Source: an optimization exercise on an open RTL-to-GDS flow (aim: small area and a short achievable clock period). Production flows keep margins and buffers that such runs may drop. In this exercise RTL edits were held to simulation tests only and were not proved equivalent to the original. Power and IR drop assume default switching activity.

## flow/design.v

```verilog
module tmds_r(
	input wire [3:0] h,
	input wire [2:0] c,
	output wire [3:0] hn,
	output wire inv
);
	assign hn[0] = (h[0] & h[2] & !c[1]) | (!h[0] & !h[2] & !h[3] & !c[1]) | (h[3] & c[1]) | (h[0] & !h[2] & c[1]) | (h[2] & !h[3] & c[2]) | (!h[0] & h[2] & !c[0] & c[1]);
	assign hn[1] = (h[1] & h[2] & !c[1]) | (!h[1] & !h[2] & c[0] & c[1]) | (h[2] & h[3] & !c[0] & !c[2]) | (!h[0] & h[1] & !c[0] & !c[1]) | (h[2] & h[3] & c[0] & !c[1]) | (h[0] & !h[1] & !h[2] & c[2]) | (h[0] & !h[1] & h[2] & !c[0] & c[1]) | (h[0] & h[1] & !h[2] & !c[0] & c[1]) | (!h[0] & !h[1] & !h[2] & !h[3] & c[0]);
	assign hn[2] = (h[1] & c[1]) | (!h[1] & !h[2] & !c[0] & !c[2]) | (h[2] & c[2]) | (h[2] & c[0] & c[1]) | (!h[2] & h[3] & !c[2]) | (!h[0] & h[1] & !c[2]) | (h[0] & !h[2] & c[0] & !c[1]) | (h[0] & h[1] & c[2]);
	assign hn[3] = (h[3] & c[2]) | (h[0] & !h[2] & !c[0] & !c[1] & !c[2]) | (!h[0] & h[1] & !c[0] & c[1]) | (h[1] & h[2] & c[0] & c[1]) | (!h[0] & h[2] & !h[3] & c[0] & c[1]) | (h[0] & h[1] & !h[2] & !c[1] & !c[2]);
	assign inv = (!h[2] & !h[3] & !c[0] & !c[2]) | (h[3] & c[0]) | (h[0] & h[2] & c[0]) | (h[3] & c[2]) | (h[0] & h[2] & c[2]) | (h[2] & c[0] & !c[1]);
endmodule
module tmds_g(
	input wire [3:0] h,
	input wire [2:0] c,
	output wire [3:0] hn,
	output wire inv
);
	assign hn[0] = (!h[2] & !h[3] & !c[1] & !c[2]) | (!h[0] & h[3] & c[1]) | (!h[0] & h[3] & c[2]) | (!h[0] & !h[1] & h[3] & c[0]) | (!h[0] & h[1] & !h[2] & !c[1]);
	assign hn[1] = (h[1] & c[1]) | (!h[1] & !h[3] & !c[1]) | (h[1] & c[2]) | (h[3] & c[0] & !c[1]) | (!h[2] & h[3] & c[1]) | (!h[1] & h[2] & !c[1] & !c[2]) | (!h[2] & c[2]);
	assign hn[2] = (h[0]) | (h[2] & !h[3]);
	assign hn[3] = (!h[1] & h[3] & c[1]) | (h[1] & !h[3] & !c[1] & !c[2]) | (!h[1] & h[3] & c[2]) | (h[2] & !h[3] & !c[1] & !c[2]) | (h[0] & h[2] & c[0]) | (h[1] & h[2] & !h[3] & !c[1]);
	assign inv = (!h[0] & !h[3] & c[1]) | (h[3] & !c[0] & !c[1]) | (!h[3] & c[0] & !c[1]) | (h[0] & c[2]);
endmodule
module tmds_b(
	input wire [3:0] h,
	input wire [2:0] c,
	output wire [3:0] hn,
	output wire inv
);
	assign hn[0] = (h[0] & !h[1] & !h[2]) | (h[2] & !h[3] & c[1]) | (!h[2] & h[3] & !c[1] & !c[2]) | (h[2] & c[2]) | (!h[0] & !h[3] & c[1]) | (!h[2] & h[3] & !c[0] & c[1]) | (h[0] & !h[2] & !c[1] & !c[2]) | (h[2] & c[0] & c[1]) | (!h[0] & !h[3] & c[2]) | (!h[0] & h[2] & !c[0] & !c[1]);
	assign hn[1] = (h[0] & c[1]) | (!h[1] & !h[3]) | (h[0] & c[2]) | (h[3] & c[0] & !c[1]) | (!h[0] & !h[1] & !c[0] & !c[2]) | (!h[3] & c[0] & c[1]);
	assign hn[2] = (!h[1] & !h[2] & !h[3] & c[1]) | (h[1] & h[2] & !c[1] & !c[2]) | (!h[0] & !h[2] & c[0] & c[1]) | (!h[0] & !h[1] & !h[2] & !c[0] & !c[1]) | (!h[1] & !h[2] & !h[3] & c[2]) | (h[0] & !h[1] & h[3] & !c[0] & c[1]) | (h[0] & !h[1] & h[3] & c[0] & !c[1]) | (h[1] & h[3] & !c[0] & !c[1] & !c[2]);
	assign hn[3] = (!h[2] & !h[3] & !c[1] & !c[2]) | (h[1] & h[2]) | (!h[0] & c[2]) | (!h[1] & h[3] & c[0] & c[1]) | (!h[1] & h[3] & c[2]) | (!h[0] & !h[1] & !h[2] & c[0]) | (!h[0] & !h[2] & h[3] & c[1]);
	assign inv = (!h[3] & c[2]) | (!h[3] & c[0] & !c[1]) | (h[3] & c[0] & c[1]) | (h[0] & !h[3] & !c[0] & c[1]) | (h[3] & !c[0] & !c[1] & !c[2]) | (!h[0] & h[1] & c[0]);
endmodule
module gol(
	input wire clk,
	input wire rst,
	input wire [2:0] left,
	input wire [2:0] right,
	input wire [9:0] x,
	input wire [9:0] y,
	output reg [2:0] cls
);
	function automatic life(input [1:0] vl, input [1:0] vr, input [1:0] u, input self);
		reg c0, n0, m0, m1;
		begin
			{c0, n0} = vl[0] + vr[0] + u[0];
			{m1, m0} = vl[1] + vr[1] + u[1];
			life = !m1 && (m0 ^ c0) && (n0 || self);
		end
	endfunction
	function automatic [1:0] vsum(input a, input b, input c);
		vsum = a + b + c;
	endfunction
	function automatic [1:0] hsum(input a, input b);
		hsum = a + b;
	endfunction
	reg [10:0] dc;
	always @(posedge clk) begin
		if (rst) dc <= 0;
		else dc <= dc[10] ? 11'd0 : dc + 11'd1;
	end
	wire step = dc == 11'd1023;
	wire turn = dc >= 11'd1014 && dc <= 11'd1022;
	reg [71:0] ring;
	wire [7:0] rrow[0:8];
	genvar gp;
	generate
		for (gp = 0; gp < 9; gp = gp + 1) begin : rr
			assign rrow[gp] = ring[gp*8 +: 8];
		end
	endgenerate
	wire [1:0] ev_v[0:9];
	wire [8:1] ev;
	genvar gc;
	generate
		assign ev_v[0] = 2'd0;
		assign ev_v[9] = 2'd0;
		for (gc = 1; gc <= 8; gc = gc + 1) begin : evv
			assign ev_v[gc] = vsum(rrow[1][gc-1], rrow[2][gc-1], rrow[3][gc-1]);
		end
		for (gc = 1; gc <= 8; gc = gc + 1) begin : evc
			assign ev[gc] = life(ev_v[gc-1], ev_v[gc+1], hsum(rrow[1][gc-1], rrow[3][gc-1]), rrow[2][gc-1]);
		end
	endgenerate
	reg [5:0] q[0:8];
	reg [1:0] z[0:3];
	integer i;
	always @(posedge clk) begin
		q[0] <= ev[7:2];
		for (i = 1; i < 9; i = i + 1) q[i] <= q[i-1];
		z[0] <= {ev[8], ev[1]};
		for (i = 1; i < 4; i = i + 1) z[i] <= z[i-1];
	end
	wire [4:0] el, er;
	wire [1:0] lv[2:6];
	wire [1:0] rv[2:6];
	assign lv[2] = vsum(1'b0, 1'b0, left[0]);
	assign lv[3] = vsum(1'b0, left[0], left[1]);
	assign lv[4] = vsum(left[0], left[1], left[2]);
	assign lv[5] = vsum(left[1], left[2], 1'b0);
	assign lv[6] = vsum(left[2], 1'b0, 1'b0);
	assign rv[2] = vsum(1'b0, 1'b0, right[0]);
	assign rv[3] = vsum(1'b0, right[0], right[1]);
	assign rv[4] = vsum(right[0], right[1], right[2]);
	assign rv[5] = vsum(right[1], right[2], 1'b0);
	assign rv[6] = vsum(right[2], 1'b0, 1'b0);
	generate
		for (gp = 2; gp <= 6; gp = gp + 1) begin : edge_cells
			wire [1:0] u1 = hsum(rrow[gp-1][0], rrow[gp+1][0]);
			wire [1:0] v2 = vsum(rrow[gp-1][1], rrow[gp][1], rrow[gp+1][1]);
			wire [1:0] v7 = vsum(rrow[gp-1][6], rrow[gp][6], rrow[gp+1][6]);
			wire [1:0] u8 = hsum(rrow[gp-1][7], rrow[gp+1][7]);
			assign el[gp-2] = life(lv[gp], v2, u1, rrow[gp][0]);
			assign er[gp-2] = life(v7, rv[gp], u8, rrow[gp][7]);
		end
	endgenerate
	wire [71:0] nb;
	generate
		for (gp = 0; gp < 9; gp = gp + 1) begin : nbr
			if (gp >= 2 && gp <= 6) begin : mid
				assign nb[gp*8 +: 8] = {er[gp-2], q[(10 - gp) % 9], el[gp-2]};
			end else begin : outer
				assign nb[gp*8 +: 8] = {z[(10 - gp) % 9][1], q[(10 - gp) % 9], z[(10 - gp) % 9][0]};
			end
		end
	endgenerate
	localparam [71:0] GLIDER = (72'd1 << (6*8 + 6-1)) | (72'd1 << (7*8 + 7-1))
		| (72'd1 << (8*8 + 5-1)) | (72'd1 << (8*8 + 6-1)) | (72'd1 << (8*8 + 7-1));
	always @(posedge clk) begin
		if (rst) ring <= GLIDER;
		else if (step) ring <= nb;
		else if (turn) ring <= {ring[7:0], ring[71:8]};
	end
	function automatic [2:0] tri_count(input [71:0] bb, input integer c);
		tri_count = (bb[0*8+c-1] & bb[1*8+c-1] & bb[2*8+c-1])
			+ (bb[1*8+c-1] & bb[2*8+c-1] & bb[3*8+c-1])
			+ (bb[5*8+c-1] & bb[6*8+c-1] & bb[7*8+c-1])
			+ (bb[6*8+c-1] & bb[7*8+c-1] & bb[8*8+c-1])
			+ (bb[7*8+c-1] & bb[8*8+c-1] & bb[0*8+c-1]);
	endfunction
	reg [8:0] l_score, r_score;
	always @(posedge clk) begin
		if (rst) begin
			l_score <= 0;
			r_score <= 0;
		end else if (step) begin
			r_score <= r_score + tri_count(ring, 1);
			l_score <= l_score + tri_count(ring, 8);
		end
	end
	wire [4:0] xc = x[9:5];
	wire [4:0] yc = y[9:5];
	wire grid = x[4:0] == 0 || y[4:0] == 0;
	wire yin = yc >= 3 && yc <= 11;
	wire [3:0] row = yc - 5'd3;
	wire [3:0] col = xc - 5'd5;
	wire [3:0] jt = dc[3:0] - 4'd6;
	wire [4:0] pd = {1'b0, row} + 5'd9 - {1'b0, jt};
	wire [3:0] pos = (turn && dc != 11'd1014) ? (pd >= 5'd9 ? pd - 5'd9 : pd) : row;
	wire [7:0] prow = rrow[pos];
	reg alive;
	always @(*) begin
		alive = 1'b0;
		for (int r = 0; r < 9; r++)
			for (int c = 1; c < 9; c++)
				alive = alive | (pos == r && col == c && rrow[r][c-1]);
		alive = alive | (col == 0 && ((row == 3 && left[0]) || (row == 4 && left[1]) || (row == 5 && left[2])));
		alive = alive | (col == 9 && ((row == 3 && right[0]) || (row == 4 && right[1]) || (row == 5 && right[2])));
	end
	always @(*) begin
		if (grid) cls = 3'd2;
		else if (xc == 1 && yin) cls = l_score[row] ? 3'd3 : 3'd0;
		else if (xc == 18 && yin) cls = r_score[row] ? 3'd4 : 3'd0;
		else if (xc < 5 || xc > 14 || !yin) cls = 3'd0;
		else cls = alive ? 3'd0 : 3'd1;
	end
endmodule
`default_nettype none
module top(
	input wire clk,
	input wire rst,
	input wire [2:0] left,
	input wire [2:0] right,
	output wire [9:0] tmds_ch0,
	output wire [9:0] tmds_ch1,
	output wire [9:0] tmds_ch2,
	output wire [5:0] leds
);
	assign leds[5:0] = {left, right};
	reg [9:0] x;
	reg [9:0] y;
	always @(posedge clk) begin
		if (rst) begin
			x <= 0;
			y <= 0;
		end else if (x == 10'd799) begin
			x <= 0;
			y <= y == 10'd524 ? 10'd0 : y + 10'd1;
		end else x <= x + 10'd1;
	end
	wire [2:0] cls;
	gol gol(clk, rst, left, right, x, y, cls);
	reg [2:0] cls1;
	always @(posedge clk) cls1 <= rst ? 3'd7 : cls;
	wire x0 = x == 10'd0;
	wire de_p = x >= 10'd1 && x <= 10'd640 && y < 10'd480;
	wire hs_p = !(x >= 10'd657 && x <= 10'd752);
	wire vs_p = !((y == 10'd490 && x >= 10'd657) || y == 10'd491 || y == 10'd492 || (y == 10'd493 && x0));
	reg [3:0] s;
	always @(posedge clk) begin
		if (cls1 == 3'd7) s <= 4'b0111;
		else if (de_p) s <= {1'b1, cls1};
		else s <= {2'b00, vs_p, hs_p};
	end
	wire grid_pp = x[4:0] == 5'd2 || (x >= 10'd2 ? y[4:0] == 5'd0 : y[4:0] == 5'd1);
	wire [2:0] ecls = s[3] ? s[2:0] : (grid_pp ? 3'd2 : 3'd0);
	wire rst_c = !s[3] && s[2];
	reg [3:0] h_r, h_g, h_b;
	wire [3:0] hn_r, hn_g, hn_b;
	wire inv_r, inv_g, inv_b;
	tmds_r r_t(h_r, ecls, hn_r, inv_r);
	tmds_g g_t(h_g, ecls, hn_g, inv_g);
	tmds_b b_t(h_b, ecls, hn_b, inv_b);
	always @(posedge clk) begin
		h_r <= rst_c ? 4'd4 : hn_r;
		h_g <= rst_c ? 4'd3 : hn_g;
		h_b <= rst_c ? 4'd2 : hn_b;
	end
	reg [8:0] qm_r, qm_g, qm_b;
	always @(*) begin
		case (s[2:0])
			3'd0: begin qm_r = 9'h100; qm_g = 9'h100; qm_b = 9'h100; end
			3'd1: begin qm_r = 9'h0ff; qm_g = 9'h0ff; qm_b = 9'h0ff; end
			3'd2: begin qm_r = 9'h108; qm_g = 9'h1f8; qm_b = 9'h1fe; end
			3'd3: begin qm_r = 9'h17b; qm_g = 9'h13d; qm_b = 9'h023; end
			default: begin qm_r = 9'h13d; qm_g = 9'h023; qm_b = 9'h07e; end
		endcase
	end
	wire [9:0] r_enc = {inv_r, qm_r[8], qm_r[7:0] ^ {8{inv_r}}};
	wire [9:0] g_enc = {inv_g, qm_g[8], qm_g[7:0] ^ {8{inv_g}}};
	wire [9:0] b_enc = {inv_b, qm_b[8], qm_b[7:0] ^ {8{inv_b}}};
	reg [9:0] ctl;
	always @(*) begin
		case (s[1:0])
			2'b00: ctl = 10'b1101010100;
			2'b01: ctl = 10'b0010101011;
			2'b10: ctl = 10'b0101010100;
			default: ctl = 10'b1010101011;
		endcase
	end
	assign tmds_ch0 = s[3] ? b_enc : ctl;
	assign tmds_ch1 = s[3] ? g_enc : 10'b1101010100;
	assign tmds_ch2 = s[3] ? r_enc : 10'b1101010100;
endmodule
```

## flow/flow/run.sh

```bash
#!/bin/bash
# The standard layout (the standard.sh, unchanged synthesis and steps),
# except that the port buffers are sky130_fd_sc_hd__buf_4 rather than the
# cell buffer_ports picks by itself (a slow clkdlybuf4s50_1).
set -euo pipefail
cd "$(dirname "$0")/.."
export BUFFER_PORTS_ARGS="-buffer_cell sky130_fd_sc_hd__buf_4"
bash standard.sh finish > flow_standard.log 2>&1
```

## flow/standard.sh

```bash
#!/bin/bash
# synth_recipe.tcl (not shown) runs the flow's synth.tcl, then flattens the netlist and writes it again
# the make line also repeats each setting of config.mk as NAME=value (left out here)
make -C /OpenROAD-flow-scripts/flow DESIGN_CONFIG=/design/flow/config.mk WORK_HOME=/design/flow/orfs CLKGATE_MAP_FILE= SYNTH_SCRIPT=/design/flow/synth_recipe.tcl "${@:-finish}"
```

## flow/config.mk

```make
export PLATFORM = sky130hd
export DESIGN_NAME = top
export DESIGN_NICKNAME = top
export VERILOG_FILES = /design/flow/design.v
export SDC_FILE = /design/flow/constraint.sdc
export NUM_CORES = 4
export LEC_CHECK = 0
export CAP_MARGIN = 20
export CORE_MARGIN = 2
export CORE_UTILIZATION = 40
export PLACE_DENSITY = 0.6
export SLEW_MARGIN = 20
```

## flow/constraint.sdc

```tcl
create_clock -name core_clock -period 14.0 [get_ports {clk}]
set_input_delay 2.8000 -clock core_clock [delete_from_list [all_inputs] [get_ports {clk}]]
set_output_delay 2.8000 -clock core_clock [all_outputs]
set_load 0.01 [all_outputs]
```

==> metrics.md, run 1 <==
| Metric | Value |
|---|---|
| DRC | 0 |
| Clock latency on the worst-skew pair | 510 ps |
| Stages on the worst setup path | 8 |
| Post-synthesis sequential area ratio | 0.3394 |
| Die Area | 31,190 um^2 |
| CTS Buffer Depth | 3 |
| CTS sink cnt | 202 |
| Most frequent cells in the layout | dfxtp_1, nand2_1, a21oi_1 |
| Worst flop-to-flop path endpoint | cls1[0] |
| Layout cell share with drive strength beyond 1 | 0.08951 |
| Critical Path RT | 11,200 ps |
| Top_reg_cell synth | dfxtp_1 |
| EDFF count, synth | 0 |
| Critical-path cell list | or4_4 > o41ai_1 > o2111a_2 > or2_0 > a211o_1 > o21bai_1 > a31oi_1 > buf_4 |
| Instance count of the mapped netlist | 1,367 |
| Hold Fails Final Rpt | 0 |
| Min Tclk post-route | 6984 ps |
| GP Congestion | 0.9055 |
| Clk pin slew, worst setup/hold paths | 60 ps |
| IO Port Bufs | 43 |
| Core region area | 29,480 um^2 |
| Maximum clock rate | 143.2 MHz |
| Most common cell after layout, fill and taps aside | dfxtp_1 |
| Hold Path Class | reg2reg |
| Post-synthesis area per instance | 8.717 um^2 |
| Post-CTS setup buffers | 0 |
| Largest area contributor in the netlist | dfxtp_1 |
| R2R Path Start | y[5] |
| CP peak stage delay | 660 ps |
| Final core utilization | 0.4446 |
| Ys Warns | 4 |
| Capture point of the worst path | tmds_ch0[4] |
| #FFs+latches synth | 202 |
| GR Util All Layers | 0.1965 |
| I/O pins | 44 |
| Worst Path Buf+Inv | 1 |
| Placed cell count | 1,713 |
| Pwr per Cell Area | 120.2 nW/um^2 |
| Crit path DAT | 4180 ps |
| Number of H-tree levels | 1 |
| RSZ-0062 raised after global routing | false |
| First-pass GRT wire length | 49,570 um |
| Vias per cell | 5.591 |
| Async SR Flop Fraction | 0 |
| Setup-failing EPs final | 0 |
| Max Slew Vio Count | 0 |
| Layout area overhead | 9.996% |
| Synth area leaders | dfxtp_1, fa_1, ha_1 |
| Synth unique cells | 80 |
| Endpoint class of the critical path | output pin |
| Vias in the first global route | 9,087 |
| Leakage power | 4.950 nW |
| Status | finished clean |
| Syn_nets | 1,491 |
| Number of DRC markers in iteration 0 | 957 |
| Worst reg2reg path depth | 15 |
| Rows | 63 |
| Finished Layout Cells | 1,754 |
| DP HPWL | 21,400 um |
| CP max stage cell | or4_4 |
| Critical Path Fanout Max | 26 |
| CTS tree | done |
| Setup TNS Final | 0 ps |
| Max Cap Viol | 0 |
| Total chip power | 1.576 mW |
| Initial Utilization | 0.4042 |
| Reg2Reg Setup Slack | 8800 ps |
| Via count | 9,807 |
| Number of hold buffers added after CTS | 0 |
| Layout fillers | 2,942 |
| Largest net degree at the start of global routing | 70 |
| Max transition margin | 0.2384 |
| Post-Syn Area | 11,920 um^2 |
| Crit share post-route | 0.4988 |
| Routed Antenna Nets | 0 |
| Root Driver | clkbuf_16 |
| Worst slew pin tran | 1127 ps |
| CP startpoint kind | flop |
| Nets | 1,472 |
| Clock buffers created by TritonCTS | 23 |
| Crit Path Class | reg2out |
| Grt ovf | 0 |
| Wirelength, routed | 30,400 um |
| Setup crit start | x[7] |
| Initial antenna violation count | 1 |
| Delay-heaviest family, CP | compound AO/OA/AOI/OAI gates |
| Avg WL per Cell | 17.33 um |
| Cts repair resizes | 0 |
| Post-synth top area share | 0.3394 |
| Max VDD drop | 66.89 uV |
| Die width | 176.6 um |
| Die Span Y | 176.6 um |
| Clock Skews | 12.23 ps |
| Drt pass-1 iters | 5 |
state kept, by name (all words and copies together) (netlist names):
| signal | cells |
|---|---|
| gol.ring | 72 |
| gol.r_score | 9 |
| s | 4 |
| gol.z | 8 |
| x | 10 |
| y | 10 |
| h_b | 4 |
| h_r | 4 |
| h_g | 4 |
| gol.q | 54 |
| cls1 | 3 |
| gol.dc | 11 |
| gol.l_score | 9 |
metrics by stage:
stage / setup slack, ps / instance area [um^2] / hold slack (ps)
4_1_cts: 7039 / 13110 / 345.2
2_1_floorplan: 8172 / 11920 / 330.6
3_3_place_gp: 7680 / 12340 / 334.4
3_5_place_dp: 7583 / 12340 / 335.3
6_report: 7016 / 13110 / 344.0
5_1_grt: 6687 / 13110 / 348.1
report_power, final:
part / switching, mW / internal [mW] / leakage, nW
registers: 0.0460 / 0.595 / 1.63
clock network: 0.240 / 0.369 / 0.381
logic: 0.178 / 0.149 / 2.94
total: 0.464 / 1.11 / 4.95
worst min path at each step:
stage,startpoint,to,cells past startpoint
global route,gol.q[3][2],gol.q[4][2],0
finish,gol.q[3][2],gol.q[4][2],0
detailed placement,gol.q[5][2],gol.q[6][2],0
global placement,gol.q[2][0],gol.q[3][0],0
floorplan,gol.q[0][1],gol.q[1][1],0
CTS,gol.q[6][2],gol.q[7][2],0
Yosys cell counts, types with 6 or more instances:
| library cell | count |
|---|---|
| a22oi_1 | 63 |
| a221oi_1 | 10 |
| nand2b_1 | 8 |
| nor2_1 | 106 |
| or3_1 | 12 |
| clkbuf_1 | 66 |
| a32oi_1 | 8 |
| dfxtp_1 | 202 |
| nor2b_1 | 11 |
| a211oi_1 | 8 |
| a31oi_1 | 14 |
| nand3_1 | 38 |
| ha_1 | 63 |
| mux4_2 | 6 |
| nor3_1 | 37 |
| inv_1 | 102 |
| o211ai_1 | 6 |
| nand2_1 | 130 |
| nand4_1 | 11 |
| or2_2 | 10 |
| xnor2_1 | 31 |
| fa_1 | 53 |
| a21o_1 | 7 |
| a21oi_1 | 106 |
| and2_1 | 7 |
| o21ai_0 | 56 |
| mux2i_1 | 18 |
| buf_4 | 12 |
| o31ai_1 | 9 |
| o22ai_1 | 13 |
| xor2_1 | 31 |
layout make-up:
cell class,count,area (um^2),area share
inverters,102,382.9,0.02921
clock buffers,31,665.6,0.05078
diodes,1,2.502,0.0001909
multi-input cells,970,7056,0.5383
repair buffers,49,367.9,0.02806
clock inverters,9,101.3,0.007732
flip-flops and latches,202,4044,0.3085
well taps,390,488.0,0.03723
kinds of logic after synthesis:
group / count (synthesis) / share of synthesized area
AOI/OAI and AO/OA: 357 / 0.1967
xor gates and xnor gates: 62 / 0.04557
adders and majority gates: 116 / 0.1552
buffers and inverters: 195 / 0.06993
DFF: 202 / 0.3394
muxes: 29 / 0.03150
and+or+nand+nor: 406 / 0.1618
metal layers:
metal  part of all wire  global-route usage  up-vias
li1                   -                   -     4767
met1               0.48              0.2859     4705
met2               0.44              0.3088      295
met3              0.064             0.03144       40
met4              0.016             0.03685        0
met5                  0                   0        -
==> run 2, diff against run 1 <==
==> flow/run.sh (new file) <==
#!/bin/bash
# synth_recipe.tcl (not shown) runs the flow's synth.tcl, then flattens the netlist and writes it again
# the make line also repeats each setting of config.mk as NAME=value (left out here)
make -C /OpenROAD-flow-scripts/flow DESIGN_CONFIG=/design/flow/config.mk WORK_HOME=/design/flow/orfs CLKGATE_MAP_FILE= SYNTH_SCRIPT=/design/flow/synth_recipe.tcl finish
removed: flow/flow/run.sh
removed: flow/standard.sh
==> run 2 against run 1 <==
- still clean
- sequential share of layout area down 0.24 points
- clock skew up 15 ps
- clock-buffer cell count down 4
- synthesized area unchanged
- synthesized cell count unchanged
- largest cell class unchanged
- global-route usage up 0.091 points
- critical path type unchanged
- via count up 0.16%
- highest routed layer unchanged
- first-iteration DRC count down 16%
- combinational power up 6.4%
- utilization up 0.35 points
- design area up 0.78%
- die area unchanged
- largest power group unchanged
==> metrics.md, run 2 <==
| Metric | Value |
|---|---|
| DRC | 0 |
| Top_reg_cell synth | dfxtp_1 |
| Via count | 9,823 |
| Clock buffers created by TritonCTS | 23 |
| GR Util All Layers | 0.1974 |
| Nets | 1,475 |
| Number of H-tree levels | 1 |
| Pwr per Cell Area | 119.4 nW/um^2 |
| Drt pass-1 iters | 7 |
| Final core utilization | 0.4481 |
| Async SR Flop Fraction | 0 |
| Most common cell after layout, fill and taps aside | dfxtp_1 |
| Wirelength, routed | 30,580 um |
| Ys Warns | 4 |
| Max transition margin | 0.3461 |
| Synth unique cells | 80 |
| Die width | 176.6 um |
| Max VDD drop | 71.33 uV |
| Rows | 63 |
| Biggest regs | gol.ring: 72 flops, gol.q: 54 flops, gol.dc: 11 flops |
| Crit share post-route | 0.5335 |
| Commonest cells in the netlist | dfxtp_1, nand2_1, a21oi_1, nor2_1, inv_1 |
| Post-synthesis sequential area ratio | 0.3394 |
| RSZ-0062 raised after global routing | false |
| Number of hold buffers added after CTS | 0 |
| Number of DRC markers in iteration 0 | 804 |
| Critical Path Fanout Max | 26 |
| Largest net degree at the start of global routing | 70 |
| IO Port Bufs | 43 |
| #FFs+latches synth | 202 |
| Max Cap Viol | 0 |
| Layout fillers | 2,891 |
| Post-Syn Area | 11,920 um^2 |
| CTS Buffer Depth | 3 |
| Biggest register | gol.ring |
| Critical Path RT | 11,200 ps |
| EDFF count, synth | 0 |
| Root Driver | clkbuf_16 |
| CTS tree | done |
| Hold Path Class | reg2reg |
| Cts repair resizes | 0 |
| Routed Antenna Nets | 0 |
| Layout area overhead | 10.86% |
| Die Area | 31,190 um^2 |
| CP startpoint kind | flop |
| Vias in the first global route | 9,285 |
| Most frequent cells in the layout | dfxtp_1, nand2_1, a21oi_1 |
| GP Congestion | 0.9127 |
| Initial Utilization | 0.4042 |
| Clock latency on the worst-skew pair | 520 ps |
| Endpoint class of the critical path | output pin |
| First-pass GRT wire length | 49,780 um |
| I/O pins | 44 |
| Crit path DAT | 4670 ps |
| Syn_nets | 1,491 |
| Setup TNS Final | 0 ps |
| Avg WL per Cell | 17.40 um |
| Grt ovf | 0 |
| Vias per cell | 5.591 |
| Max Slew Vio Count | 0 |
| Maximum clock rate | 133.9 MHz |
| Die Span Y | 176.6 um |
| Max reg flops | 72 |
| Layout cell share with drive strength beyond 1 | 0.06218 |
| Total chip power | 1.577 mW |
| Largest area contributor in the netlist | dfxtp_1 |
| Post-synth top area share | 0.3394 |
| Clock Skews | 26.83 ps |
| Post-CTS setup buffers | 0 |
| CTS sink cnt | 202 |
| Setup-failing EPs final | 0 |
| Post-synthesis area per instance | 8.717 um^2 |
| Crit Path Class | reg2out |
| DP HPWL | 21,790 um |
| Worst slew pin tran | 977.2 ps |
| Hold Fails Final Rpt | 0 |
| Initial antenna violation count | 0 |
| Core region area | 29,480 um^2 |
| Status | finished clean |
| Leakage power | 4.913 nW |
| Diode count | 0 |
| Instance count of the mapped netlist | 1,367 |
| Min Tclk post-route | 7469 ps |
| Synth area leaders | dfxtp_1, fa_1, ha_1 |
| Clk pin slew, worst setup/hold paths | 70 ps |
| Most instantiated library cell after synthesis | dfxtp_1 |
## run 2: cell counts after synthesis
No cell type changed its count.
## run 2: layout make-up
cell class / instances / area, um^2 / share of cell area
timing repair buffer: 52 / 495.5 / 0.03751
clock buffer: 27 / 620.6 / 0.04698
sequential: 202 / 4044 / 0.3061
multi-input combinational: 970 / 7056 / 0.5341
inverter: 102 / 382.9 / 0.02898
clock inverter: 14 / 123.9 / 0.009377
tap: 390 / 488.0 / 0.03694
## run 2: final timing paths
check	start	end	slack, ps	cells past startpoint
setup / recovery	x[7]	tmds_ch0[4]	6530	8
hold / removal	gol.q[3][3]	gol.q[4][3]	330	0
setup reg to reg	y[5]	cls1[0]	8870	15
hold reg to reg	gol.q[3][3]	gol.q[4][3]	330	0
## run 2: cells by family after synthesis
kind of cell / synth area share
fa+ha+maj: 0.1552
mux: 0.03150
flops: 0.3394
compound gates: 0.1967
simple gates: 0.1618
xor+xnor: 0.04557
buf+inv: 0.06993
## run 2: worst max-delay path, stage by stage, from the launching register on
cell and delay (ps):
dfxtp_1 580, or4_4 670, o41ai_1 520, o2111a_2 370
or2_0 640, a211o_1 390, o21bai_1 120, a31oi_1 250
clkdlybuf4s50_1 600
## run 2: routing by layer
layer / up-vias / global-route usage / part of all wire
li1: 4782 / - / -
met1: 4761 / 0.2793 / 0.47
met2: 250 / 0.3132 / 0.45
met3: 30 / 0.04091 / 0.066
met4: 0 / 0.03616 / 0.013
met5: - / 0 / 0
## run 2: report_power, final
group / total (mW) / leakage, nW / switching (mW) / internal [mW]
clock network: 0.594 / 0.364 / 0.254 / 0.340
logic: 0.347 / 2.92 / 0.181 / 0.166
registers: 0.637 / 1.63 / 0.0423 / 0.595
## run 2: through the flow
step	cells	setup WS (ps)	area (um^2)	hold WS, ps
floorplan	1367	8172	11920	330.6
global placement	1716	7107	12470	335.7
detailed placement	1716	7108	12470	336.4
CTS	1757	6558	13210	332.7
global route	1757	6269	13210	340.8
finish	1757	6531	13210	330.9
==> run 3, diff against run 2 <==
--- a/flow/design.v
+++ b/flow/design.v
@@ -1,9 +1,12 @@
 module tmds_r(
-	input wire [3:0] h,
+	input wire clk,
+	input wire rst_c,
 	input wire [2:0] c,
-	output wire [3:0] hn,
 	output wire inv
 );
+	reg [3:0] h;
+	wire [3:0] hn;
+	always @(posedge clk) h <= rst_c ? 4'd4 : hn;
 	assign hn[0] = (h[0] & h[2] & !c[1]) | (!h[0] & !h[2] & !h[3] & !c[1]) | (h[3] & c[1]) | (h[0] & !h[2] & c[1]) | (h[2] & !h[3] & c[2]) | (!h[0] & h[2] & !c[0] & c[1]);
 	assign hn[1] = (h[1] & h[2] & !c[1]) | (!h[1] & !h[2] & c[0] & c[1]) | (h[2] & h[3] & !c[0] & !c[2]) | (!h[0] & h[1] & !c[0] & !c[1]) | (h[2] & h[3] & c[0] & !c[1]) | (h[0] & !h[1] & !h[2] & c[2]) | (h[0] & !h[1] & h[2] & !c[0] & c[1]) | (h[0] & h[1] & !h[2] & !c[0] & c[1]) | (!h[0] & !h[1] & !h[2] & !h[3] & c[0]);
 	assign hn[2] = (h[1] & c[1]) | (!h[1] & !h[2] & !c[0] & !c[2]) | (h[2] & c[2]) | (h[2] & c[0] & c[1]) | (!h[2] & h[3] & !c[2]) | (!h[0] & h[1] & !c[2]) | (h[0] & !h[2] & c[0] & !c[1]) | (h[0] & h[1] & c[2]);
@@ -11,11 +14,14 @@
 	assign inv = (!h[2] & !h[3] & !c[0] & !c[2]) | (h[3] & c[0]) | (h[0] & h[2] & c[0]) | (h[3] & c[2]) | (h[0] & h[2] & c[2]) | (h[2] & c[0] & !c[1]);
 endmodule
 module tmds_g(
-	input wire [3:0] h,
+	input wire clk,
+	input wire rst_c,
 	input wire [2:0] c,
-	output wire [3:0] hn,
 	output wire inv
 );
+	reg [3:0] h;
+	wire [3:0] hn;
+	always @(posedge clk) h <= rst_c ? 4'd3 : hn;
 	assign hn[0] = (!h[2] & !h[3] & !c[1] & !c[2]) | (!h[0] & h[3] & c[1]) | (!h[0] & h[3] & c[2]) | (!h[0] & !h[1] & h[3] & c[0]) | (!h[0] & h[1] & !h[2] & !c[1]);
 	assign hn[1] = (h[1] & c[1]) | (!h[1] & !h[3] & !c[1]) | (h[1] & c[2]) | (h[3] & c[0] & !c[1]) | (!h[2] & h[3] & c[1]) | (!h[1] & h[2] & !c[1] & !c[2]) | (!h[2] & c[2]);
 	assign hn[2] = (h[0]) | (h[2] & !h[3]);
@@ -23,11 +29,14 @@
 	assign inv = (!h[0] & !h[3] & c[1]) | (h[3] & !c[0] & !c[1]) | (!h[3] & c[0] & !c[1]) | (h[0] & c[2]);
 endmodule
 module tmds_b(
-	input wire [3:0] h,
+	input wire clk,
+	input wire rst_c,
 	input wire [2:0] c,
-	output wire [3:0] hn,
 	output wire inv
 );
+	reg [3:0] h;
+	wire [3:0] hn;
+	always @(posedge clk) h <= rst_c ? 4'd2 : hn;
 	assign hn[0] = (h[0] & !h[1] & !h[2]) | (h[2] & !h[3] & c[1]) | (!h[2] & h[3] & !c[1] & !c[2]) | (h[2] & c[2]) | (!h[0] & !h[3] & c[1]) | (!h[2] & h[3] & !c[0] & c[1]) | (h[0] & !h[2] & !c[1] & !c[2]) | (h[2] & c[0] & c[1]) | (!h[0] & !h[3] & c[2]) | (!h[0] & h[2] & !c[0] & !c[1]);
 	assign hn[1] = (h[0] & c[1]) | (!h[1] & !h[3]) | (h[0] & c[2]) | (h[3] & c[0] & !c[1]) | (!h[0] & !h[1] & !c[0] & !c[2]) | (!h[3] & c[0] & c[1]);
 	assign hn[2] = (!h[1] & !h[2] & !h[3] & c[1]) | (h[1] & h[2] & !c[1] & !c[2]) | (!h[0] & !h[2] & c[0] & c[1]) | (!h[0] & !h[1] & !h[2] & !c[0] & !c[1]) | (!h[1] & !h[2] & !h[3] & c[2]) | (h[0] & !h[1] & h[3] & !c[0] & c[1]) | (h[0] & !h[1] & h[3] & c[0] & !c[1]) | (h[1] & h[3] & !c[0] & !c[1] & !c[2]);
@@ -170,12 +179,13 @@
 		alive = alive | (col == 0 && ((row == 3 && left[0]) || (row == 4 && left[1]) || (row == 5 && left[2])));
 		alive = alive | (col == 9 && ((row == 3 && right[0]) || (row == 4 && right[1]) || (row == 5 && right[2])));
 	end
-	always @(*) begin
-		if (grid) cls = 3'd2;
-		else if (xc == 1 && yin) cls = l_score[row] ? 3'd3 : 3'd0;
-		else if (xc == 18 && yin) cls = r_score[row] ? 3'd4 : 3'd0;
-		else if (xc < 5 || xc > 14 || !yin) cls = 3'd0;
-		else cls = alive ? 3'd0 : 3'd1;
+	localparam [2:0] CK = 3'd0, CW = 3'd1, CG = 3'd2, CL = 3'd3, CR = 3'd4, CX = 3'd7;
+	always @(*) begin
+		if (grid) cls = CG;
+		else if (xc == 1 && yin) cls = l_score[row] ? CL : CK;
+		else if (xc == 18 && yin) cls = r_score[row] ? CR : CK;
+		else if (xc < 5 || xc > 14 || !yin) cls = CK;
+		else cls = alive ? CK : CW;
 	end
 endmodule
 `default_nettype none
@@ -204,38 +214,32 @@
 	wire [2:0] cls;
 	gol gol(clk, rst, left, right, x, y, cls);
 	reg [2:0] cls1;
-	always @(posedge clk) cls1 <= rst ? 3'd7 : cls;
+	localparam [2:0] CK = 3'd0, CW = 3'd1, CG = 3'd2, CL = 3'd3, CR = 3'd4, CX = 3'd7;
+	always @(posedge clk) cls1 <= rst ? CX : cls;
 	wire x0 = x == 10'd0;
 	wire de_p = x >= 10'd1 && x <= 10'd640 && y < 10'd480;
 	wire hs_p = !(x >= 10'd657 && x <= 10'd752);
 	wire vs_p = !((y == 10'd490 && x >= 10'd657) || y == 10'd491 || y == 10'd492 || (y == 10'd493 && x0));
-	reg [3:0] s;
-	always @(posedge clk) begin
-		if (cls1 == 3'd7) s <= 4'b0111;
-		else if (de_p) s <= {1'b1, cls1};
-		else s <= {2'b00, vs_p, hs_p};
-	end
-	wire grid_pp = x[4:0] == 5'd2 || (x >= 10'd2 ? y[4:0] == 5'd0 : y[4:0] == 5'd1);
-	wire [2:0] ecls = s[3] ? s[2:0] : (grid_pp ? 3'd2 : 3'd0);
-	wire rst_c = !s[3] && s[2];
-	reg [3:0] h_r, h_g, h_b;
-	wire [3:0] hn_r, hn_g, hn_b;
+	reg [2:0] c2;
+	reg de2, vs2, hs2;
+	always @(posedge clk) begin
+		c2 <= cls1;
+		de2 <= de_p;
+		vs2 <= vs_p;
+		hs2 <= hs_p;
+	end
+	wire rst_c = c2 == CX;
 	wire inv_r, inv_g, inv_b;
-	tmds_r r_t(h_r, ecls, hn_r, inv_r);
-	tmds_g g_t(h_g, ecls, hn_g, inv_g);
-	tmds_b b_t(h_b, ecls, hn_b, inv_b);
-	always @(posedge clk) begin
-		h_r <= rst_c ? 4'd4 : hn_r;
-		h_g <= rst_c ? 4'd3 : hn_g;
-		h_b <= rst_c ? 4'd2 : hn_b;
-	end
+	tmds_r r_t(clk, rst_c, c2, inv_r);
+	tmds_g g_t(clk, rst_c, c2, inv_g);
+	tmds_b b_t(clk, rst_c, c2, inv_b);
 	reg [8:0] qm_r, qm_g, qm_b;
 	always @(*) begin
-		case (s[2:0])
-			3'd0: begin qm_r = 9'h100; qm_g = 9'h100; qm_b = 9'h100; end
-			3'd1: begin qm_r = 9'h0ff; qm_g = 9'h0ff; qm_b = 9'h0ff; end
-			3'd2: begin qm_r = 9'h108; qm_g = 9'h1f8; qm_b = 9'h1fe; end
-			3'd3: begin qm_r = 9'h17b; qm_g = 9'h13d; qm_b = 9'h023; end
+		case (c2)
+			CK: begin qm_r = 9'h100; qm_g = 9'h100; qm_b = 9'h100; end
+			CW: begin qm_r = 9'h0ff; qm_g = 9'h0ff; qm_b = 9'h0ff; end
+			CG: begin qm_r = 9'h108; qm_g = 9'h1f8; qm_b = 9'h1fe; end
+			CL: begin qm_r = 9'h17b; qm_g = 9'h13d; qm_b = 9'h023; end
 			default: begin qm_r = 9'h13d; qm_g = 9'h023; qm_b = 9'h07e; end
 		endcase
 	end
@@ -244,14 +248,14 @@
 	wire [9:0] b_enc = {inv_b, qm_b[8], qm_b[7:0] ^ {8{inv_b}}};
 	reg [9:0] ctl;
 	always @(*) begin
-		case (s[1:0])
+		case ({vs2, hs2})
 			2'b00: ctl = 10'b1101010100;
 			2'b01: ctl = 10'b0010101011;
 			2'b10: ctl = 10'b0101010100;
 			default: ctl = 10'b1010101011;
 		endcase
 	end
-	assign tmds_ch0 = s[3] ? b_enc : ctl;
-	assign tmds_ch1 = s[3] ? g_enc : 10'b1101010100;
-	assign tmds_ch2 = s[3] ? r_enc : 10'b1101010100;
-endmodule
+	assign tmds_ch0 = de2 ? b_enc : ctl;
+	assign tmds_ch1 = de2 ? g_enc : 10'b1101010100;
+	assign tmds_ch2 = de2 ? r_enc : 10'b1101010100;
+endmodule
==> flow/flow/run.sh (new file) <==
#!/bin/bash
# The standard layout (the standard.sh, unchanged synthesis and steps),
# except that the port buffers are sky130_fd_sc_hd__buf_4 rather than the
# cell buffer_ports picks by itself (a slow clkdlybuf4s50_1).
set -euo pipefail
cd "$(dirname "$0")/.."
export BUFFER_PORTS_ARGS="-buffer_cell sky130_fd_sc_hd__buf_4"
bash standard.sh finish > flow_standard.log 2>&1
==> flow/standard.sh (new file) <==
#!/bin/bash
# synth_recipe.tcl (not shown) runs the flow's synth.tcl, then flattens the netlist and writes it again
# the make line also repeats each setting of config.mk as NAME=value (left out here)
make -C /OpenROAD-flow-scripts/flow DESIGN_CONFIG=/design/flow/config.mk WORK_HOME=/design/flow/orfs CLKGATE_MAP_FILE= SYNTH_SCRIPT=/design/flow/synth_recipe.tcl "${@:-finish}"
removed: flow/run.sh
==> run 3 against run 2 <==
- sequential share of layout area fell by 0.16 points
- wire length decreased by 4.2%
- utilization rose by 0.19 points
- critical path depth is 6 lower
- critical endpoint is now leds[0]
- largest power group unchanged
==> metrics.md, run 3 <==
| Metric | Value |
|---|---|
| Commonest cells in the netlist | dfxtp_1, nor2_1, mux2i_1 |
| Max reg flops | 72 |
| Critical-path cell list | buf_4 > buf_4 |
| Wire length on met2 | 13,550 um |
| Number of DRC markers in iteration 0 | 642 |
| Max Cap Viol | 0 |
| Vias per cell | 5.427 |
| Biggest register | gol.ring |
| Hold Path Class | reg2reg |
| Worst reg2reg path depth | 16 |
| Register area | 4084 um^2 |
| Core region area | 29,800 um^2 |
| Worst Path Buf+Inv | 2 |
| Diode count | 0 |
| Stages on the worst setup path | 2 |
| Most common cell after layout, fill and taps aside | dfxtp_1 |
| #FFs+latches synth | 204 |
| Reg2Reg Setup Slack | 8770 ps |
| Syn_nets | 1,485 |
| Worst path most repeated cell | buf_4 |
| Ys Warns | 7 |
| IO Port Bufs | 43 |
| Post-Route M1 WL | 14,090 um |
| Initial Utilization | 0.4080 |
| Setup crit start | right[0] |
| First-pass GRT wire length | 48,460 um |
| Maximum clock rate | 169.8 MHz |
| CTS Buffer Depth | 3 |
| Critical Path Fanout Max | 5 |
| Worst slew pin tran | 993.3 ps |
| Met3 routed WL | 1003 um |
| Layout area overhead | 10.29% |
| Endpoint class of the critical path | output pin |
| DP Worst Slack | 8106 ps |
| Largest area contributor in the netlist | dfxtp_1 |
| Async SR Flop Fraction | 0 |
| DRC | 0 |
| EDFF count, synth | 0 |
| Max transition margin | 0.3369 |
| CTS sink cnt | 204 |
| Routed Antenna Nets | 0 |
| Clock buffers created by TritonCTS | 23 |
| Placed cell count | 1,712 |
| CTS tree | done |
| Crit path DAT | 3090 ps |
| GP Congestion | 0.8615 |
| Instance count of the mapped netlist | 1,362 |
| Clk pin slew, worst setup/hold paths | 60 ps |
| Leakage power | 5.144 nW |
| Synth unique cells | 78 |
| Rows | 63 |
| Wirelength, routed | 29,290 um |
| Clock Skews | 23.64 ps |
| Post-synthesis sequential area ratio | 0.3359 |
| CP peak stage delay | 150 ps |
| Top_reg_cell synth | dfxtp_1 |
| Via count | 9,502 |
| Critical Path RT | 11,200 ps |
| Post-synthesis area per instance | 8.927 um^2 |
| Status | finished clean |
| Setup ws final | 8109 ps |
| DR top layer | met4 |
| Min Tclk post-route | 5891 ps |
| Most instantiated library cell after synthesis | dfxtp_1 |
| RSZ-0062 raised after global routing | false |
| Most frequent cells in the layout | dfxtp_1, nor2_1, mux2i_1 |
| Die Span Y | 178.3 um |
| Post-Syn Area | 12,160 um^2 |
| Die Area | 31,810 um^2 |
| Post-synth top area share | 0.3359 |
| Delay-heaviest family, CP | buffers and inverters |
| Avg WL per Cell | 16.73 um |
| Final core utilization | 0.4500 |
| Post-route cell area | 13,410 um^2 |
| Number of H-tree levels | 1 |
| Area of the multi-input gates | 7326 um^2 |
| DP HPWL | 20,490 um |
| Post-CTS setup buffers | 0 |
| Nets | 1,470 |
| Root Driver | clkbuf_16 |
| Layout fillers | 2,925 |
| Number of hold buffers added after CTS | 0 |
| Setup TNS Final | 0 ps |
| Layout cell share with drive strength beyond 1 | 0.08817 |
| Drt pass-1 iters | 5 |
| Biggest regs | gol.ring: 72 flops, gol.q: 54 flops, gol.dc: 11 flops |
| Largest net degree at the start of global routing | 78 |
| Hold Fails Final Rpt | 0 |
| Max VDD drop | 75.50 uV |
| Setup-failing EPs final | 0 |
| Capture point of the worst path | leds[0] |
| Clock latency on the worst-skew pair | 530 ps |
| I/O pins | 44 |
| Pwr per Cell Area | 111.0 nW/um^2 |
| R2R Path Start | y[5] |
| Total chip power | 1.488 mW |
| Max Slew Vio Count | 0 |
| Crit share post-route | 0.4208 |
| Finished Layout Cells | 1,751 |
| Worst hold slack | 325.7 ps |
| Worst flop-to-flop path endpoint | cls1[0] |
| GR Util All Layers | 0.1879 |
| Die width | 178.3 um |
| Cts repair resizes | 0 |
| Initial antenna violation count | 0 |
| Grt ovf | 0 |
| CP max stage cell | buf_4 |
| Vias in the first global route | 9,087 |
| Crit Path Class | in2out |
| CP startpoint kind | input pin |
| Synth area leaders | dfxtp_1, fa_1, mux2i_1 |
| Post-place instance area | 12,650 um^2 |
## run 3: cells by family (layout without fill, tap and decap cells)
| logic type | after synthesis | after routing | share of synthesized area |
|---|---|---|---|
| adder cells (fa/ha/maj) | 116 | 116 | 0.1519 |
| AO/OA/AOI/OAI | 278 | 278 | 0.1537 |
| buffers and inverters | 188 | 187 | 0.06278 |
| multiplexers | 110 | 110 | 0.09674 |
| flip-flops | 204 | 204 | 0.3359 |
| XOR/XNOR | 64 | 64 | 0.04610 |
| AND/OR/NAND/NOR | 402 | 402 | 0.1529 |
## run 3: how the worst min path moves through the flow
stage / depth (start not counted) / slack (ps) / startpoint / endpoint
final: 0 / 330 / cls1[1] / c2[1]
after global placement: 0 / 310 / cls1[1] / c2[1]
after CTS: 0 / 330 / cls1[1] / c2[1]
after detailed placement: 0 / 310 / cls1[1] / c2[1]
after floorplan: 0 / 310 / cls1[0] / c2[0]
after global routing: 0 / 340 / cls1[2] / c2[2]
## run 3: area by class of cell
class | instances | area share
Multi-Input combinational cell | 970 | 0.5463
Sequential cell | 204 | 0.3046
Clock buffer | 31 | 0.04889
Tap cell | 390 | 0.03639
Timing Repair Buffer | 52 | 0.02911
Inverter | 96 | 0.02687
Clock inverter | 8 | 0.007838
## run 3: report_power, final
part / leakage [nW] / switching, mW / internal (mW) / total (mW)
Clock: 0.381 / 0.245 / 0.365 / 0.610
Combinational: 3.11 / 0.125 / 0.114 / 0.239
Sequential: 1.65 / 0.0432 / 0.596 / 0.639
## run 3: per-layer routing
layer / global-route usage / up-vias
met3: 0.02174 / 33
met1: 0.2678 / 4600
met5: 0 / -
li1: - / 4722
met4: 0.04641 / 0
met2: 0.3031 / 147
==> run 4, diff against run 3 <==
--- a/flow/config.mk
+++ b/flow/config.mk
@@ -8,5 +8,6 @@
 export CAP_MARGIN = 20
 export CORE_MARGIN = 2
 export CORE_UTILIZATION = 40
+export CTS_BUF_LIST = sky130_fd_sc_hd__clkbuf_4
 export PLACE_DENSITY = 0.6
 export SLEW_MARGIN = 20
==> run 4 against run 3 <==
- still clean
- via count up 2.1%
- clock-buffer cell count grew 41
- worst setup slack worse by 150 ps
- clock skew up 65 ps
- wire length increased by 0.90%
- die area stayed put
- design area decreased by 0.64%
- worst hold slack worse by 14 ps
- sequential share of layout area grew 0.20 points
- sequential power about the same
- synthesized area unchanged
- non-clock buffer count unchanged
- largest power group unchanged
==> metrics.md, run 4 <==
| Metric | Value |
|---|---|
| Crit share post-route | 0.4318 |
| Leakage power | 5.164 nW |
| Syn_nets | 1,485 |
| Vias in the first global route | 9,399 |
| Critical Path RT | 11,200 ps |
| Async SR Flop Fraction | 0 |
| Maximum clock rate | 165.4 MHz |
| Biggest regs | gol.ring: 72 flops, gol.q: 54 flops, gol.dc: 11 flops |
| Status | finished clean |
| Commonest cells in the netlist | dfxtp_1, nor2_1, mux2i_1 |
| CTS Buffer Depth | 3 |
| Most common cell after layout, fill and taps aside | dfxtp_1 |
| Hold Path Class | reg2reg |
| CTS tree | done |
| Die width | 178.3 um |
| Initial Utilization | 0.4080 |
| Setup-failing EPs final | 0 |
| EDFF count, synth | 0 |
| Number of hold buffers added after CTS | 0 |
| DRC | 0 |
| Largest area contributor in the netlist | dfxtp_1 |
| Post-CTS setup buffers | 0 |
| Synth unique cells | 78 |
| CTS sink cnt | 204 |
| Worst hold slack | 311.8 ps |
| Number of DRC markers in iteration 0 | 615 |
| Grt ovf | 0 |
| Rows | 63 |
| GR Util All Layers | 0.1912 |
| Instance count of the mapped netlist | 1,362 |
| Number of H-tree levels | 2 |
| DP HPWL | 20,490 um |
| Min Tclk post-route | 6045 ps |
| Crit path DAT | 3240 ps |
| Post-synth top area share | 0.3359 |
| I/O pins | 44 |
| Avg WL per Cell | 16.36 um |
| Synth area leaders | dfxtp_1, fa_1, mux2i_1 |
| Endpoint class of the critical path | output pin |
| #FFs+latches synth | 204 |
| Setup TNS Final | 0 ps |
| Clock latency on the worst-skew pair | 720 ps |
| Layout cell share with drive strength beyond 1 | 0.1172 |
| Max Slew Vio Count | 0 |
| IO Port Bufs | 43 |
| Max Cap Viol | 0 |
| Max VDD drop | 60.32 uV |
| Most instantiated library cell after synthesis | dfxtp_1 |
| Die Area | 31,810 um^2 |
| Layout area overhead | 9.581% |
| Max reg flops | 72 |
| RSZ-0062 raised after global routing | false |
| Die Span Y | 178.3 um |
| Initial antenna violation count | 1 |
| Clock Skews | 88.69 ps |
| Nets | 1,502 |
| Final core utilization | 0.4471 |
| Clk pin slew, worst setup/hold paths | 70 ps |
| Post-synthesis area per instance | 8.927 um^2 |
| Biggest register | gol.ring |
| CP startpoint kind | flop |
| Largest net degree at the start of global routing | 78 |
| Cts repair resizes | 0 |
| Max transition margin | 0.3277 |
| Crit Path Class | reg2out |
| Layout fillers | 2,966 |
| Post-synthesis sequential area ratio | 0.3359 |
| Hold Fails Final Rpt | 0 |
| Critical Path Fanout Max | 29 |
| Drt pass-1 iters | 5 |
| GP Congestion | 0.8615 |
| Most frequent cells in the layout | dfxtp_1, nor2_1, mux2i_1 |
| Wirelength, routed | 29,560 um |
| Routed Antenna Nets | 0 |
| Core region area | 29,800 um^2 |
| Clock buffers created by TritonCTS | 55 |
| Top_reg_cell synth | dfxtp_1 |
| Worst slew pin tran | 1007 ps |
| First-pass GRT wire length | 49,110 um |
| Ys Warns | 7 |
| Vias per cell | 5.366 |
| Via count | 9,697 |
| Post-Syn Area | 12,160 um^2 |
| Pwr per Cell Area | 104.5 nW/um^2 |
| Root Driver | clkbuf_4 |
-- run 4: cell count changes in the layout (fill, tap and decap cells not counted), sizes merged --
cell,delta
clkbuf,+41
inv,+1
diode,+1
bufinv,-1
clkinv,+14
-- run 4: final cells by class --
type                       count  area [um^2]  share of cell area
sequential                   204         4084              0.3065
timing repair buffer          52        390.4             0.02930
inverter                      96        360.3             0.02705
tap                          390        488.0             0.03663
antenna                        1        2.502           0.0001878
clock buffer                  72        540.5             0.04057
clock inverter                22        131.4            0.009861
multi-input combinational    970         7326              0.5499
-- run 4: critical path, stage by stage, from the launching register on --
cell	delay [ps]
dfxtp_1	980
nor2_1	180
mux2i_1	180
o221ai_1	140
a21oi_1	500
xor2_1	190
nor2_1	70
nor2_1	170
buf_4	150
-- run 4: through the flow --
stage               instances  power (mW)  area, um^2  setup slack (ps)
floorplan                1362      0.8184       12160              8281
global placement         1712      0.8875       12650              8109
detailed placement       1712      0.8906       12650              8106
CTS                      1806       1.412       13320              7897
global route             1807       1.478       13320              7677
finish                   1807       1.392       13320              7955
-- run 4: metal layers --
metal | GRT usage | vias to the layer above | part of all wire
met5 | 0 | - | 0
met4 | 0.06233 | 0 | 0.021
met3 | 0.03282 | 39 | 0.043
met2 | 0.3013 | 181 | 0.46
met1 | 0.2657 | 4659 | 0.48
li1 | - | 4818 | -
-- run 4: cell families after synthesis --
| kind of cell | Yosys count | share of synthesized area |
|---|---|---|
| simple gates | 402 | 0.1529 |
| xor+xnor | 64 | 0.04610 |
| mux | 110 | 0.09674 |
| fa+ha+maj | 116 | 0.1519 |
| flops | 204 | 0.3359 |
| compound gates | 278 | 0.1537 |
| buf+inv | 188 | 0.06278 |
-- run 4: report_power, final --
group | switching (mW) | internal [mW]
combinational | 0.125 | 0.114
clock | 0.253 | 0.261
sequential | 0.0433 | 0.596
total | 0.421 | 0.971
-- run 4: final timing paths --
path              slack [ps]  cells past startpoint         from     endpoint
setup / recovery        7960                      8        c2[2]  tmds_ch0[2]
hold / removal           310                      0  gol.q[6][3]  gol.q[7][3]
setup reg to reg        8800                     16         y[5]      cls1[0]
hold reg to reg          310                      0  gol.q[6][3]  gol.q[7][3]
==> run 5, diff against run 4 <==
==> flow/flow/run.sh (replaced) <==
#!/bin/bash
# The standard layout (the standard.sh, unchanged synthesis and steps),
# except that the port buffers are sky130_fd_sc_hd__buf_2 rather than the
# cell buffer_ports picks by itself (a slow clkdlybuf4s50_1).
set -euo pipefail
cd "$(dirname "$0")/.."
export BUFFER_PORTS_ARGS="-buffer_cell sky130_fd_sc_hd__buf_2"
bash standard.sh finish > flow_standard.log 2>&1
--- a/flow/config.mk
+++ b/flow/config.mk
@@ -8,6 +8,6 @@
 export CAP_MARGIN = 20
 export CORE_MARGIN = 2
 export CORE_UTILIZATION = 40
-export CTS_BUF_LIST = sky130_fd_sc_hd__clkbuf_4
+export CTS_BUF_LIST = sky130_fd_sc_hd__clkbuf_2 sky130_fd_sc_hd__clkbuf_4
 export PLACE_DENSITY = 0.6
 export SLEW_MARGIN = 20
==> run 5 against run 4 <==
- still clean on timing, DRC and antenna
- clock-buffer cell count up 9
- first-iteration DRC count shrank 6.8%
- utilization is 0.17 points lower
- worst hold slack better by 15 ps
- design area is 0.39% lower
- sequential power barely moved
- power is 0.90% lower
- largest power group unchanged
==> metrics.md, run 5 <==
| Metric | Value |
|---|---|
| Worst Hold End | c2[2] |
| Area of the multi-input gates | 7326 um^2 |
| Die Span Y | 178.3 um |
| #FFs+latches synth | 204 |
| Max Slew Vio Count | 0 |
| CP peak stage delay | 180 ps |
| GR Util All Layers | 0.1925 |
| Vias per cell | 5.337 |
| EDFF count, synth | 0 |
| CP startpoint kind | input pin |
| RSZ-0062 raised after global routing | false |
| Routed Antenna Nets | 0 |
| Number of hold buffers added after CTS | 0 |
| Number of H-tree levels | 2 |
| Nets | 1,504 |
| Crit Path Class | in2out |
| DP Worst Slack | 8063 ps |
| Avg WL per Cell | 16.26 um |
| DP HPWL | 20,470 um |
| Most frequent cells in the layout | dfxtp_1, nor2_1, mux2i_1 |
| Largest net degree at the start of global routing | 97 |
| Post-synthesis area per instance | 8.927 um^2 |
| Layout fillers | 2,947 |
| Die Area | 31,810 um^2 |
| Leakage power | 5.147 nW |
| Hold Path Class | reg2reg |
| Clock latency on the worst-skew pair | 670 ps |
| Post-CTS setup buffers | 0 |
| Simple logic cell fraction of the synthesized area | 0.1529 |
| Crit share post-route | 0.4244 |
| Post-synth top area share | 0.3359 |
| Initial antenna violation count | 1 |
| Biggest register | gol.ring |
| Endpoint class of the critical path | output pin |
| GP Congestion | 0.8271 |
| Critical Path Fanout Max | 5 |
| Root Driver | clkbuf_4 |
| Biggest regs | gol.ring: 72 flops, gol.q: 54 flops, gol.dc: 11 flops |
| Critical Path RT | 11,200 ps |
| Crit path DAT | 3140 ps |
| DRC | 0 |
| Mux cell area share after synthesis | 0.09674 |
| Synth unique cells | 78 |
| R2R Path Start | y[5] |
| Worst Hold Launch | cls1[2] |
| Maximum clock rate | 168.3 MHz |
| Instance count of the mapped netlist | 1,362 |
| Max reg flops | 72 |
| Initial Utilization | 0.4080 |
| Max VDD drop | 91.27 uV |
| Most instantiated library cell after synthesis | dfxtp_1 |
| Wirelength, routed | 29,490 um |
| Min Tclk post-route | 5942 ps |
| Worst reg2reg path depth | 16 |
| Clock Skews | 29.87 ps |
| CTS sink cnt | 204 |
| Grt ovf | 0 |
| Clk pin slew, worst setup/hold paths | 60 ps |
| Hold depth | 0 |
| Top_reg_cell synth | dfxtp_1 |
| Clock buffers created by TritonCTS | 55 |
| CP max stage cell | buf_2 |
| Worst slew pin tran | 1006 ps |
| First-pass GRT wire length | 49,340 um |
| Post-Syn Area | 12,160 um^2 |
| Reg2Reg Setup Slack | 8880 ps |
| Hold Fails Final Rpt | 0 |
| Largest family of logic cells by synthesized area | compound AO/OA/AOI/OAI gates |
| Layout cell share with drive strength beyond 1 | 0.1209 |
| Most common cell after layout, fill and taps aside | dfxtp_1 |
| Async SR Flop Fraction | 0 |
| Complex-gate fraction of the synthesized area | 0.1536 |
| Layout area overhead | 9.159% |
| Die width | 178.3 um |
| CTS tree | done |
| Register area | 4084 um^2 |
| Setup-failing EPs final | 0 |
| Post-Synth XOR/XNOR Area | 0.04610 |
| Drt pass-1 iters | 5 |
| Status | finished clean |
| Cts repair resizes | 0 |
| Commonest cells in the netlist | dfxtp_1, nor2_1, mux2i_1 |
| Worst flop-to-flop path endpoint | cls1[0] |
| Setup TNS Final | 0 ps |
| IO Port Bufs | 43 |
| Syn_nets | 1,485 |
| Ys Warns | 7 |
| Via count | 9,681 |
| Worst path most repeated cell | buf_2 |
| Largest area contributor in the netlist | dfxtp_1 |
| Pwr per Cell Area | 104.0 nW/um^2 |
| I/O pins | 44 |
| Critical-path cell list | buf_2 > buf_2 |
| Rows | 63 |
| Worst Path Buf+Inv | 2 |
| Max Cap Viol | 0 |
| Synth Area in Adders | 0.1519 |
| Synth area leaders | dfxtp_1, fa_1, mux2i_1 |
| Post-synthesis sequential area ratio | 0.3359 |
| Core region area | 29,800 um^2 |
| Setup ws final | 8058 ps |
| Max transition margin | 0.3244 |
| CTS Buffer Depth | 3 |
| Vias in the first global route | 9,565 |
| Delay-heaviest family, CP | buffers and inverters |
| Number of DRC markers in iteration 0 | 573 |
## run 5: cell types whose count changed in the layout (fill, tap and decap cells not counted), sizes merged
cell      before  now
buf           52   54
bufinv         1    0
clkbuf        72   81
clkinv        21   17
clkinvlp       0    2
inv           96   95
## run 5: how the worst max path moves through the flow
stage / start / endpoint / slack [ps] / depth (start not counted)
6_report: right[0] / leds[0] / 8060 / 2
5_1_grt: right[0] / leds[0] / 8040 / 2
4_1_cts: right[0] / leds[0] / 8060 / 2
3_5_place_dp: right[0] / leds[0] / 8060 / 2
3_3_place_gp: right[0] / leds[0] / 8070 / 2
2_1_floorplan: right[0] / leds[0] / 8280 / 1
## run 5: cells by family after synthesis
family / count (synthesis)
compound gates: 278
xor+xnor: 64
fa+ha+maj: 116
buf+inv: 188
flops: 204
mux: 110
simple gates: 402
## run 5: power breakdown
part           leakage, nW  switching [mW]  internal, mW
Combinational         3.09           0.123        0.0988
Sequential            1.65          0.0403         0.596
Clock                0.406           0.256         0.266
## run 5: cell type report
| class | count | share of cell area |
|---|---|---|
| clock inverter | 18 | 0.006222 |
| inverter | 96 | 0.02715 |
| sequential | 204 | 0.3077 |
| tap | 390 | 0.03677 |
| antenna | 1 | 0.0001886 |
| clock buffer | 81 | 0.04582 |
| multi-input combinational | 970 | 0.5520 |
| timing repair buffer | 54 | 0.02413 |
## run 5: per-layer routing
layer	up-vias	GRT usage	part of all wire
met2	214	0.3079	0.46
met5	-	0	0
met1	4588	0.2619	0.47
met3	60	0.03410	0.046
li1	4819	-	-
met4	0	0.06606	0.027
## run 5: through the flow
step                      utilization  power, mW  area (um^2)  hold slack, ps  std cells
final                          0.4454      1.380        13270           326.5       1814
after global routing           0.4454      1.470        13270           341.9       1814
after CTS                      0.4444      1.399        13240           326.9       1812
after detailed placement       0.4212     0.8710        12550           312.1       1713
after global placement         0.4212     0.8685        12550           312.3       1713
after floorplan                     -     0.8184        12160           309.6       1362
==> run 6, diff against run 5 <==
==> flow/flow/run.sh (replaced) <==
#!/bin/bash
# The standard layout (standard.sh: ORFS with the standard flow's synthesis script
# and steps), with two changes:
#  - synthesis maps the logic with flow/abc.script, an area-oriented ABC
#    script, in place of ORFS's abc_speed.script (a copy of ORFS's scripts
#    folder with that one file replaced; everything else is unchanged, so
#    the registers and their names are those of the standard synthesis);
#  - the port buffers are sky130_fd_sc_hd__buf_2 rather than the cell
#    buffer_ports picks by itself (a slow clkdlybuf4s50_1).
set -euo pipefail
cd "$(dirname "$0")/.."
rm -rf scripts_abc
cp -r "$FLOW_HOME/scripts" scripts_abc
cp flow/abc.script scripts_abc/abc_speed.script
export BUFFER_PORTS_ARGS="-buffer_cell sky130_fd_sc_hd__buf_2"
bash standard.sh SCRIPTS_DIR="$PWD/scripts_abc" finish > flow_standard.log 2>&1
==> flow/flow/abc.script (new file) <==
strash
&get -n
&st
&dch -f
&nf -R 1000
&put
mfs2 -a
strash
&get -n
&st
&dch -f
&nf -R 1000
&put
mfs2 -a
strash
&get -n
&st
&dch -f
&nf -R 1000
&put
mfs2 -a
strash
&get -n
&st
&dch -f
&nf -R 1000
&put
topo
==> flow/config.mk (replaced) <==
export PLATFORM = sky130hd
export DESIGN_NAME = top
export DESIGN_NICKNAME = top
export VERILOG_FILES = /design/flow/design.v
export SDC_FILE = /design/flow/constraint.sdc
export NUM_CORES = 4
export LEC_CHECK = 0
export CAP_MARGIN = 20
export CORE_MARGIN = 2
export CORE_UTILIZATION = 60
export CTS_BUF_LIST = sky130_fd_sc_hd__clkbuf_4 sky130_fd_sc_hd__clkbuf_8
export CTS_CLUSTER_DIAMETER = 60
export CTS_CLUSTER_SIZE = 16
export PLACE_DENSITY = 0.8
export SLEW_MARGIN = 20
==> run 6 against run 5 <==
- still clean on timing, DRC and antenna
- clock power down 34%
- synthesized area down 14%
- die area down 42%
- fmax down 0.74%
- critical path depth unchanged
- wire length down 16%
- synthesized cell count down 18%
- final cell count down 22%
- via count down 9.5%
- design area down 15%
- critical path type unchanged
- highest routed layer unchanged
==> metrics.md, run 6 <==
| Metric | Value |
|---|---|
| Status | finished clean |
| Avg WL per Cell | 17.48 um |
| Crit Path Class | in2out |
| Die Span Y | 136.3 um |
| Post-synthesis sequential area ratio | 0.3888 |
| Layout cell share with drive strength beyond 1 | 0.06830 |
| Maximum clock rate | 167.1 MHz |
| Post-synthesis area per instance | 9.363 um^2 |
| Instance count of the mapped netlist | 1,122 |
| Max VDD drop | 87.70 uV |
| Total chip power | 1.192 mW |
| Top_reg_cell synth | dfxtp_1 |
| IO Port Bufs | 43 |
| Critical Path RT | 11,200 ps |
| Max reg flops | 72 |
| Delay-heaviest family, CP | buffers and inverters |
| Layout area overhead | 7.801% |
| Crit path DAT | 3190 ps |
| Reg2Reg Setup Slack | 8930 ps |
| Wirelength, routed | 24,670 um |
| Core region area | 17,240 um^2 |
| Number of H-tree levels | 1 |
| Clock buffers created by TritonCTS | 18 |
| CP max stage cell | buf_2 |
| Initial antenna violation count | 0 |
| Critical Path Fanout Max | 5 |
| Ys Warns | 7 |
| Worst slew pin tran | 975.7 ps |
| Clk pin slew, worst setup/hold paths | 90 ps |
| GP Congestion | 0.8506 |
| Synth unique cells | 52 |
| Cts repair resizes | 0 |
| Async SR Flop Fraction | 0 |
| Die Area | 18,580 um^2 |
| CP peak stage delay | 210 ps |
| Crit share post-route | 0.4276 |
| EDFF count, synth | 0 |
| Number of DRC markers in iteration 0 | 1,156 |
| Die width | 136.3 um |
| RSZ-0062 raised after global routing | false |
| Most frequent cells in the layout | dfxtp_1, nor2_1, clkinv_1 |
| Post-CTS setup buffers | 0 |
| Post-Syn Area | 10,510 um^2 |
| CTS Buffer Depth | 3 |
| Vias in the first global route | 8,069 |
| Max transition margin | 0.3496 |
| Placed cell count | 1,384 |
| Endpoint class of the critical path | output pin |
| Hold Fails Final Rpt | 0 |
| Critical-path cell list | buf_2 > buf_2 |
| Post-synth top area share | 0.3888 |
| Via count | 8,763 |
| CP startpoint kind | input pin |
| Initial Utilization | 0.6095 |
| Pwr per Cell Area | 105.3 nW/um^2 |
| Biggest regs | gol.ring: 72 flops, gol.q: 54 flops, gol.dc: 11 flops |
| Rows | 48 |
| Max Slew Vio Count | 0 |
| #FFs+latches synth | 204 |
| Grt ovf | 0 |
| Most common cell after layout, fill and taps aside | dfxtp_1 |
| Commonest cells in the netlist | dfxtp_1, nor2_1, clkinv_1 |
| First-pass GRT wire length | 40,650 um |
| Root Driver | clkbuf_8 |
| Vias per cell | 6.210 |
| Final core utilization | 0.6570 |
| Syn_nets | 1,245 |
| Nets | 1,303 |
| Clock Skews | 31.24 ps |
| Finished Layout Cells | 1,411 |
| I/O pins | 44 |
==> run 6: logic make-up (layout without fill, tap and decap cells) <==
logic type | after synthesis | after routing | synth area share
and+or+nand+nor | 376 | 376 | 0.1632
adders and majority gates | 115 | 115 | 0.1748
buffers and inverters | 102 | 166 | 0.04002
muxes | 6 | 6 | 0.01048
AOI/OAI and AO/OA | 280 | 280 | 0.1902
DFF | 204 | 204 | 0.3888
xor gates and xnor gates | 39 | 39 | 0.03252
==> run 6: path summary, 6_finish.rpt <==
path                  end     start  cells past startpoint
setup / recovery  leds[0]  right[0]                      2
hold / removal      c2[0]   cls1[0]                      0
setup reg to reg  cls1[0]      y[5]                     19
hold reg to reg     c2[0]   cls1[0]                      0
==> run 6: cell type report <==
type	instances	area [um^2]
clock buffer	22	302.8
multi-input combinational	816	6017
fill	1390	5912
clock inverter	4	41.29
tap	225	281.5
inverter	92	345.3
timing repair buffer	48	252.7
sequential	204	4084
==> run 6: where the power goes <==
part           total [mW]  internal (mW)  switching, mW
registers           0.636          0.598         0.0379
logic               0.211         0.0934          0.118
clock network       0.346          0.146          0.200
==> run 6: metrics by stage <==
| stage | hold slack [ps] | worst slack (ps) | instance area [um^2] |
|---|---|---|---|
| finish | 334.3 | 8014 | 11320 |
| CTS | 336.5 | 7989 | 11320 |
| global placement | 313.5 | 7991 | 10980 |
| detailed placement | 314.3 | 7990 | 10980 |
| global route | 345.1 | 7927 | 11320 |
| floorplan | 309.6 | 7592 | 10510 |
==> run 6: metal layers <==
layer,vias up,GRT usage,wire length [um]
met3,56,0.04474,1626
met2,323,0.4283,11310
met5,-,0,0
li1,4227,-,-
met1,4157,0.3786,11010
met4,0,0.09375,719

Setup slack of run 6, layout unchanged: 8.014 ns with ideal ports, 7.991 ns with driving cells assumed (clock clkbuf_16, inputs buf_2), 7.991 ns with port delays also shifted by the 0.554 ns mid clock arrival.
